What follows belongs to an exercise in optimizing a design on an open flow for small area; a production flow would make more cautious choices. RTL that was checked went through simulation tests only; none was proved equivalent to the original. The flow treats the clock pin as an ideal source, which a real chip does not have. Power figures rest on the tool's default switching activity, not on a simulated workload.

## v10
Design top, start of the top module:
module top(
     input wire clk, reset,
     input wire start, si,
     output reg [3:0] an,
     output reg [7:0] sseg
    );
Settings: LEC_CHECK=0, CAP_MARGIN=20, CORE_MARGIN=2, CORE_UTILIZATION=40, SLEW_MARGIN=20; clock period 10.0 ns.
run.sh (not shown) runs the stock make flow with config.mk's settings and CLKGATE_MAP_FILE= SYNTH_SCRIPT=/design/flow/synth_recipe.tcl, a recipe that flattens the netlist after the stock synthesis.
> inputs changed (v10 -> v39)
diff --git a/flow/config.mk b/flow/config.mk
--- a/flow/config.mk
+++ b/flow/config.mk
@@ -6,4 +6,5 @@
 export NUM_CORES = 4
 export LEC_CHECK = 0
+export ABC_CLOCK_PERIOD_IN_PS = 100000
 export CAP_MARGIN = 20
 export CORE_MARGIN = 2
### Flow results
In summary, v39 completed successfully, with a layout that passed the timing, design-rule and antenna checks. Status: residual antenna-violating net count after detailed routing parity (v39, v10). Reported for v39 and v10, total wirelength of the detailed-routed design turned out identical to the last digit. Going from v10 to v39, clock skew has remained practically unchanged, total sequential power has remained practically unchanged, combinational cell fraction of total power has remained practically unchanged, via count has remained practically unchanged. v39 and v10 ended up with nearly the same count of flip-flops and latches. Between v10 and v39, the setup slack figures differ only marginally. As far as die footprint goes, v10 and v39 are indistinguishable; the numbers are identical. On max-capacitance violation count, v39 and v10 are neck and neck.

* * *

Setup of build 86:
The RTL this note starts from:
==> flow/design.v <==
`timescale 1ns / 100ps
module top(
     input wire clk, reset,
     input wire start, si,
     output reg [3:0] an,
     output reg [7:0] sseg
    );
localparam [2:0] IDLE = 3'd0, WAIT = 3'd1, CNT = 3'd2, FIN = 3'd3,
                 DIV = 3'd4, FMT = 3'd5;
reg [2:0] state;
reg [17:0] scan;           
reg si_d;
reg [5:0] t;               
reg z;                     
reg pend;                  
reg c;                     
reg s;                     
reg d;                     
reg [15:0] p;              
reg [15:0] r;              
reg [15:0] dsp;            
reg [1:0] dotp;            
wire [3:0] ph = scan[3:0];
wire ph0 = (ph == 4'd0);
wire ph15 = (ph == 4'd15);
wire edg = si & ~si_d;
wire div = (state == DIV);
wire first = (t == 6'd0);
wire tick = (state == CNT) & ~edg & (t == 6'd49);
wire le1 = z | (p[15:1] == 15'd0);
wire le10 = (p[15:4] == 12'd0) & (p[3:0] <= 4'd10);
wire le100 = (p[15:7] == 9'd0) & (p[6:0] <= 7'd100);
wire pz = z | (p == 16'd0);
wire [19:0] dvnd = le1 ? 20'd1000 : le10 ? 20'd10000 : le100 ? 20'd100000 : 20'd1000000;
wire [19:0] zq = 20'd1048;   
wire [4:0] bi = 5'd19 - t[4:0];
wire sub = div & ~s;
wire rb = r[0] & ~(div & first);
wire pb = p[0] & ~z;
wire a = div & (ph0 ? dvnd[bi] : d);
wire bx = pb ^ sub;
wire cin = ph0 ? (div ? sub : pend) : c;
wire sum = a ^ bx ^ cin;
wire cout = (a & bx) | (a & cin) | (bx & cin);
wire sgn = rb ^ sub ^ cout;    
wire q = pz ? zq[bi] : ~sgn;
function [3:0] adj(input [3:0] x);
  adj = (x >= 4'd5) ? x + 4'd3 : x;
endfunction
wire [15:0] dd = {dsp[15:12], adj(dsp[11:8]), adj(dsp[7:4]), adj(dsp[3:0])};
wire shift = div & ph15;
wire m6 = ~le1 & ~le100;
wire d3z = (dsp[15:12] == 4'd0);
wire d2z = (dsp[11:8] == 4'd0);
always @(posedge clk)
  if (reset)
    begin
      state <= IDLE;
      scan <= 0;
      si_d <= 0;
      t <= 0;
      pend <= 0;
    end
  else
    begin
      scan <= scan + 1'b1;
      si_d <= si;
      pend <= tick | (pend & ~ph0);
      case (state)
        IDLE: if (start) state <= WAIT;
        WAIT: if (edg) state <= CNT;
        CNT: if (edg) state <= FIN;
        FIN: if (ph15 & ~pend) state <= DIV;
        DIV: if (ph15 & (t == 6'd19)) state <= FMT;
        FMT: state <= IDLE;
        default: state <= IDLE;
      endcase
      if (state == CNT)
        t <= (edg | (t == 6'd49)) ? 6'd0 : t + 1'b1;
      else if (div)
        t <= t + ph15;
      else
        t <= 0;
    end
always @(posedge clk)
  begin
    if (state == IDLE || state == WAIT)
      z <= 1'b1;
    else if (tick)
      z <= 1'b0;
    c <= cout;
    d <= rb;
    if (div & ph15)
      s <= sgn;
    else if (!div)
      s <= 1'b0;
    p <= {(state == CNT || state == FIN) ? (sum & ~z) : p[0], p[15:1]};
    r <= {sum, r[15:1]};
  end
always @(posedge clk)
  if (reset || state == FIN)
    begin
      dsp <= 0;
      dotp <= 0;
    end
  else
    begin
      if (shift)
        dsp <= {dd[14:0], div & q};
      if (state == FMT)
        dotp <= {m6 & d3z, m6 & (~d3z | d2z)};
    end
wire [1:0] sel = scan[17:16];
wire [1:0] sh = {dotp[1] & dotp[0], dotp[1] & ~dotp[0]};
wire [1:0] idx = sel - sh;
wire blank = (sel < sh);
reg [3:0] h;
always @*
  begin
    case (sel)
      2'd0: an = 4'b1110;
      2'd1: an = 4'b1101;
      2'd2: an = 4'b1011;
      default: an = 4'b0111;
    endcase
    case (idx)
      2'd0: h = dsp[3:0];
      2'd1: h = dsp[7:4];
      2'd2: h = dsp[11:8];
      default: h = dsp[15:12];
    endcase
    if (blank)
      h = 4'd0;
  end
wire A = h[3], B = h[2], C = h[1], D = h[0];
always @*
  begin
    sseg[6] = A | C | ~(B ^ D);
    sseg[5] = ~B | ~(C ^ D);
    sseg[4] = ~C | D | B;
    sseg[3] = A | (~B & ~D) | (~B & C) | (C & ~D) | (B & ~C & D);
    sseg[2] = ~D & (~B | C);
    sseg[1] = A | (~C & ~D) | (B & ~(C & D));
    sseg[0] = A | (B ^ C) | (C & ~D);
    sseg[7] = (dotp != 2'd0) & (sel == sh);
  end
endmodule
clock: 10.0 ns
lec_check: 0
cap_margin: 20
core_margin: 2
core_utilization: 40
slew_margin: 20
Build 86 ended with every stage complete and zero timing, DRC or antenna violations.
What build 73 does differently from build 86 at the input level:
==> flow/flow/run.sh (new file) <==
#!/bin/bash
# Own flow: the standard synthesis, then the combinational logic is mapped
# again by ABC for area (flip-flops kept as they are), then the standard layout.
set -euo pipefail
W=$(pwd)
R=$W/orfs/results/$FLOW_PLATFORM/top/base
bash standard.sh synth > $W/flow_synth.log 2>&1
cp $R/1_2_yosys.v $W/std_synth.v
export REMAP_LIB=$FLOW_HOME/platforms/$FLOW_PLATFORM/lib/sky130_fd_sc_hd__tt_025C_1v80.lib
export REMAP_IN=$W/std_synth.v
export REMAP_OUT=$W/remap.v
export REMAP_ABC=$W/flow/area.abc
export REMAP_DONTUSE="$(grep -o 'sky130_fd_sc_hd__[a-z0-9_]*' $FLOW_HOME/platforms/$FLOW_PLATFORM/config.mk | sort -u | tr '\n' ' ')"
yosys -c $W/flow/remap.tcl > $W/flow_remap.log 2>&1
cp $W/remap.v $R/1_2_yosys.v
bash standard.sh \
  "BUFFER_PORTS_ARGS=-buffer_cell sky130_fd_sc_hd__buf_1" \
  "CTS_ARGS=$(cat $W/flow/cts_args.txt)" \
  finish > $W/flow_finish.log 2>&1
==> flow/flow/area.abc (new file) <==
strash
&get -n
&deepsyn -T 30 -S 1
&put
dch -f
amap
topo
==> flow/flow/cts_args.txt (new file) <==
-sink_clustering_enable -repair_clock_nets -dont_use_dummy_load
==> flow/flow/remap.tcl (new file) <==
# Map the combinational cells of the standard synthesis again, for area.
yosys read_liberty -ignore_miss_func $::env(REMAP_LIB)
yosys read_verilog $::env(REMAP_IN)
yosys hierarchy -top top
set seq {}
foreach m [split [exec grep -o {sky130_fd_sc_hd__[a-z0-9_]*} $::env(REMAP_IN)] "\n"] {
  if {[regexp {__(s?df|s?edf|dl|sdl)} $m]} { lappend seq $m }
}
set seq [lsort -unique $seq]
foreach m $seq { yosys setattr -mod -set keep_hierarchy 1 $m }
yosys flatten
yosys delete t:\$scopeinfo
yosys opt_clean
set du {}
foreach c $::env(REMAP_DONTUSE) { lappend du -dont_use $c }
yosys abc -liberty $::env(REMAP_LIB) {*}$du -script $::env(REMAP_ABC)
yosys opt_clean -purge
yosys hilomap -singleton -hicell sky130_fd_sc_hd__conb_1 HI -locell sky130_fd_sc_hd__conb_1 LO
yosys setundef -zero
yosys splitnets
yosys opt_clean -purge
yosys rename -enumerate -pattern remap_% w:*:* w:*/*
yosys stat -liberty $::env(REMAP_LIB)
foreach m $seq { yosys blackbox $m }
yosys hierarchy -top top
yosys write_verilog -noattr -noexpr -nohex -nodec $::env(REMAP_OUT)
==> flow/standard.sh (new file) <==
#!/bin/bash
# synth_recipe.tcl (not shown) runs the flow's synth.tcl, then flattens the netlist and writes it again
# the make line also repeats each setting of config.mk as NAME=value (left out here)
make -C /OpenROAD-flow-scripts/flow DESIGN_CONFIG=/design/flow/config.mk WORK_HOME=/design/flow/orfs CLKGATE_MAP_FILE= SYNTH_SCRIPT=/design/flow/synth_recipe.tcl "${@:-finish}"
removed: flow/run.sh
Clock slew seen by the registers of the worst setup and hold paths of build 73 is on par with build 86. Any difference in hold slack between build 86 and build 73 is small enough to ignore. Any difference in relative contribution of combinational cells to total power between build 73 and build 86 is small enough to ignore. Any difference in global-route usage between build 73 and build 86 is small enough to ignore. Build 73 gives more largest fanout of any net on the critical path than build 86 did. Diff build 86..build 73 | total count of max-transition violations in the final report | unchanged. Compared to build 86, build 73 has total power consumption of the routed design about 17% lower.
Relative to build 73, the following input files were edited for build 69:
diff --git a/flow/flow/run.sh b/flow/flow/run.sh
--- a/flow/flow/run.sh
+++ b/flow/flow/run.sh
@@ -16,4 +16,4 @@
 bash standard.sh \
   "BUFFER_PORTS_ARGS=-buffer_cell sky130_fd_sc_hd__buf_1" \
-  "CTS_ARGS=$(cat $W/flow/cts_args.txt)" \
+  "CTS_ARGS=-sink_clustering_enable -repair_clock_nets -dont_use_dummy_load" \
   finish > $W/flow_finish.log 2>&1
removed: flow/flow/cts_args.txt
### Flow results
- Of the two values seen for highest-delay cell along the critical path, o21ai_0 was produced by build 69 and a221oi_1 by build 73.
- Relative to build 73, the reported leakage power measured on build 69 has increased slightly.
- On build 69: wire length is 1.6% lower than what build 73 gave.
- Per the comparison of build 69 with build 73, proportion of power drawn by the clock network climbed 1.0 points; number of fill cells decreased by 33 relative to the old numbers; fraction of area in non-clock buffers essentially unchanged.
- From build 73 to build 69, final-report setup violation count did not move at all.
- Min final weighted congestion in routability-driven placement across build 73 and build 69: build 69
- Sequential fraction of total cell area across build 73 and build 69: no real change.
- In terms of die area, build 69 and build 73 differ only marginally.
- Delta(footprint of the multi-input gates, build 69 - build 73) < 0
## Diff of input files: build 27 against build 69
diff --git a/flow/flow/run.sh b/flow/flow/run.sh
--- a/flow/flow/run.sh
+++ b/flow/flow/run.sh
@@ -16,4 +16,4 @@
 bash standard.sh \
   "BUFFER_PORTS_ARGS=-buffer_cell sky130_fd_sc_hd__buf_1" \
-  "CTS_ARGS=-sink_clustering_enable -repair_clock_nets -dont_use_dummy_load" \
+  "CTS_ARGS=$(cat $W/flow/cts_args.txt)" \
   finish > $W/flow_finish.log 2>&1
==> flow/flow/cts_args.txt (new file) <==
-sink_clustering_enable -repair_clock_nets -dont_use_dummy_load -sink_clustering_size 20 -sink_clustering_max_diameter 60 -buf_list sky130_fd_sc_hd__clkbuf_4
==> run notes <==
Between build 69 and build 27, the wire length of the first global-routing pass figures differ only marginally.
Sequential share of layout area was lower in the run labelled build 69.
From build 69 to build 27 the numbers moved as follows: wire length per cell after detailed routing saw an increase, clock skew saw an increase.

* * *

Another version of the RTL of top (not shown whole).
Size: ~360 cells after synthesis, roughly 16 I/O pins.
Design top, start of the top module:
module top(
     input wire clk, reset,
     input wire start, si,
     output reg [3:0] an,
     output reg [7:0] sseg
    );
export LEC_CHECK = 0
export CAP_MARGIN = 20
export CORE_MARGIN = 2
export CORE_UTILIZATION = 40
export SLEW_MARGIN = 20
create_clock -name core_clock -period 10.0 [get_ports {clk}]
standard.sh (not shown) runs the stock make flow with config.mk's settings and CLKGATE_MAP_FILE= SYNTH_SCRIPT=/design/flow/synth_recipe.tcl, a recipe that flattens the netlist after the stock synthesis.
==> flow/flow/run.sh <==
#!/bin/bash
# Own flow: the standard synthesis, then the combinational logic is mapped
# again by ABC for area (flip-flops kept as they are, same names and cells),
# then the standard layout with small port buffers and a lighter clock tree.
set -euo pipefail
W=$(pwd)
R=$W/orfs/results/$FLOW_PLATFORM/top/base
bash standard.sh synth > $W/flow_synth.log 2>&1
cp $R/1_2_yosys.v $W/std_synth.v
export REMAP_LIB=$FLOW_HOME/platforms/$FLOW_PLATFORM/lib/sky130_fd_sc_hd__tt_025C_1v80.lib
export REMAP_IN=$W/std_synth.v
export REMAP_DONTUSE="$(grep -o 'sky130_fd_sc_hd__[a-z0-9_]*' $FLOW_HOME/platforms/$FLOW_PLATFORM/config.mk | sort -u | tr '\n' ' ')"
# several ABC seeds in parallel; keep the smallest result
for s in 1 2 3 4; do
  sed "s/@SEED@/$s/" $W/flow/area.abc.in > $W/area_$s.abc
  REMAP_ABC=$W/area_$s.abc REMAP_OUT=$W/remap_$s.v \
    yosys -c $W/flow/remap.tcl > $W/flow_remap_$s.log 2>&1 &
done
wait
best=""; besta=""
for s in 1 2 3 4; do
  a=$(grep 'Chip area for top module' $W/flow_remap_$s.log | tail -1 | awk '{print $NF}')
  [[ -n "$a" && -s $W/remap_$s.v ]] || continue
  if [[ -z "$best" ]] || awk -v a="$a" -v b="$besta" 'BEGIN{exit !(a<b)}'; then best=$s; besta=$a; fi
done
echo "remap: seed $best, area $besta" > $W/flow_remap_choice.log
cp $W/remap_$best.v $R/1_2_yosys.v
bash standard.sh \
  "BUFFER_PORTS_ARGS=-buffer_cell sky130_fd_sc_hd__buf_1" \
  "CTS_ARGS=$(cat $W/flow/cts_args.txt)" \
  finish > $W/flow_finish.log 2>&1
==> flow/flow/cts_args.txt <==
-sink_clustering_enable -repair_clock_nets -dont_use_dummy_load -buf_list sky130_fd_sc_hd__clkbuf_4 sky130_fd_sc_hd__clkbuf_8
Other scripts of this flow, unchanged in this note and not shown: flow/flow/area.abc.in, flow/flow/remap.tcl
The starting point never finished: it broke off in 4_1_cts, error STA-0564.
==> next run, changes <==
--- a/flow/flow/run.sh
+++ b/flow/flow/run.sh
@@ -30,0 +31 @@
+  "POST_CTS_TCL=$W/flow/post_cts.tcl" \
==> flow/flow/cts_args.txt (replaced) <==
-sink_clustering_enable -repair_clock_nets -dont_use_dummy_load -buf_list sky130_fd_sc_hd__clkbuf_4
==> flow/flow/post_cts.tcl (new file) <==
# After clock tree synthesis: a clock buffer that drives many flip-flops is
# upsized so that the slew at their clock pins stays well inside the limit.
set block [ord::get_db_block]
set changed 0
foreach inst [$block getInsts] {
  if {[[$inst getMaster] getName] != "sky130_fd_sc_hd__clkbuf_4"} { continue }
  set out [$inst findITerm X]
  set net [$out getNet]
  if {$net == "NULL"} { continue }
  set fanout [expr {[llength [$net getITerms]] - 1}]
  if {$fanout > 10} {
    replace_cell [$inst getName] sky130_fd_sc_hd__clkbuf_8
    incr changed
    puts "post_cts: [$inst getName] drives $fanout pins, now clkbuf_8"
  }
}
if {$changed > 0} {
  detailed_placement
  check_placement -verbose
  estimate_parasitics -placement
}
Now the flow produced a clean layout.
Area after synthesis does not change.
Synthesized cell count is unchanged.
Function was not checked in any run of this note: the RTL went through the layout flow alone.

* * *

## exp/quartz
top with an RTL version that a note above also has.
Size: about 460 cells after synthesis, about 83 flip-flops, roughly 16 I/O pins, roughly 4100 µm² of cells after synthesis.
clock: 10.0 ns
lec_check: 0
cap_margin: 20
core_margin: 2
core_utilization: 40
cts_cluster_diameter: 100
cts_cluster_size: 40
slew_margin: 20
run.sh (not shown) runs the stock make flow with config.mk's settings and CLKGATE_MAP_FILE= SYNTH_SCRIPT=/design/flow/synth_recipe.tcl, a recipe that flattens the netlist after the stock synthesis.
Stock flow here: none of the scripts above is used.
[inputs] exp/violet vs exp/quartz
Settings: removing CTS_CLUSTER_SIZE (formerly 40); removing CTS_CLUSTER_DIAMETER (formerly 100); setting ABC_AREA to 1 for the first time.
==> comparison <==
- Re fraction of area in registers: exp/violet and exp/quartz aren't equal, and the lower value belongs to exp/violet.
- Going from exp/quartz to exp/violet, count of final max-slew check failures was more or less identical; highest clock rate went up by 5.7 MHz.
- In the reports for exp/violet and exp/quartz, the smaller final worst-path cycle share belongs to exp/violet.
- exp/violet falls short of exp/quartz in headroom to the max-slew limit.
- Changes observed in exp/violet relative to exp/quartz: global routing met3 resource utilization went up 0.84 points; wire length has increased; total met2 wirelength after detailed routing increased 7.4%.
The following lists how exp/lagoon was set up differently from exp/violet:
Settings: putting CTS_BUF_LIST at sky130_fd_sc_hd__clkbuf_8 where nothing was set; clearing ABC_AREA, which used to be 1.
## What came out
- exp/lagoon against exp/violet; placed instance count is down by more than 10%.
- Relative to exp/violet, total nets after synthesis has gone down in exp/lagoon.
- Number of vias after detailed routing (exp/violet / exp/lagoon): 1.07

-- afterwards: timing with drivers on the ports --
In the flow no input, the clock included, has a driving cell. The finished layouts below were timed again as built, in two steps. Step 1 (the two cells are an assumption about what drives the block):
set clk [get_ports {clk}]
set_driving_cell -lib_cell sky130_fd_sc_hd__clkbuf_16 $clk
set_driving_cell -lib_cell sky130_fd_sc_hd__buf_2 [delete_from_list [all_inputs] $clk]
Step 2 adds t to the input delays and takes it off the output delays; t is the mean of the earliest and latest rising clock arrival at the registers after step 1. Input paths then give back, and output paths get back, about the clock's delay inside the block. Slacks: ideal / step 1 / step 2; pairs: ideal / step 1.
run | shift t [ns] | setup slack, ns | hold WS [ns] | worst setup path at the end | pins driven straight from the clock port
v10 | 0.380 | 4.819 / 4.788 / 5.168 | 0.330 / 0.330 / 0.330 | register to output | 1
v39 | 0.380 | 4.819 / 4.788 / 5.168 | 0.330 / 0.330 / 0.330 | register to output | 1
build 86 | 0.372 | 4.613 / 4.581 / 4.953 | 0.326 / 0.326 / 0.326 | register to output | 1
build 73 | 0.371 | 4.874 / 4.844 / 5.215 | 0.326 / 0.326 / 0.326 | register to output | 1
build 69 | 0.367 | 4.470 / 4.440 / 4.807 | 0.328 / 0.328 / 0.328 | register to output | 1
build 27 | 0.431 | 4.783 / 4.757 / 5.188 | 0.334 / 0.334 / 0.334 | register to output | 1
the second run of note 3 | 0.429 | 4.458 / 4.431 / 4.861 | 0.324 / 0.324 / 0.324 | register to output | 1
exp/quartz | 0.380 | 4.819 / 4.788 / 5.168 | 0.330 / 0.330 / 0.330 | register to output | 1
exp/violet | 0.378 | 4.968 / 4.933 / 5.311 | 0.325 / 0.325 / 0.325 | register to output | 1
exp/lagoon | 0.380 | 4.818 / 4.786 / 5.166 | 0.330 / 0.330 / 0.330 | register to output | 1
After both steps setup and hold are still met in every run listed.
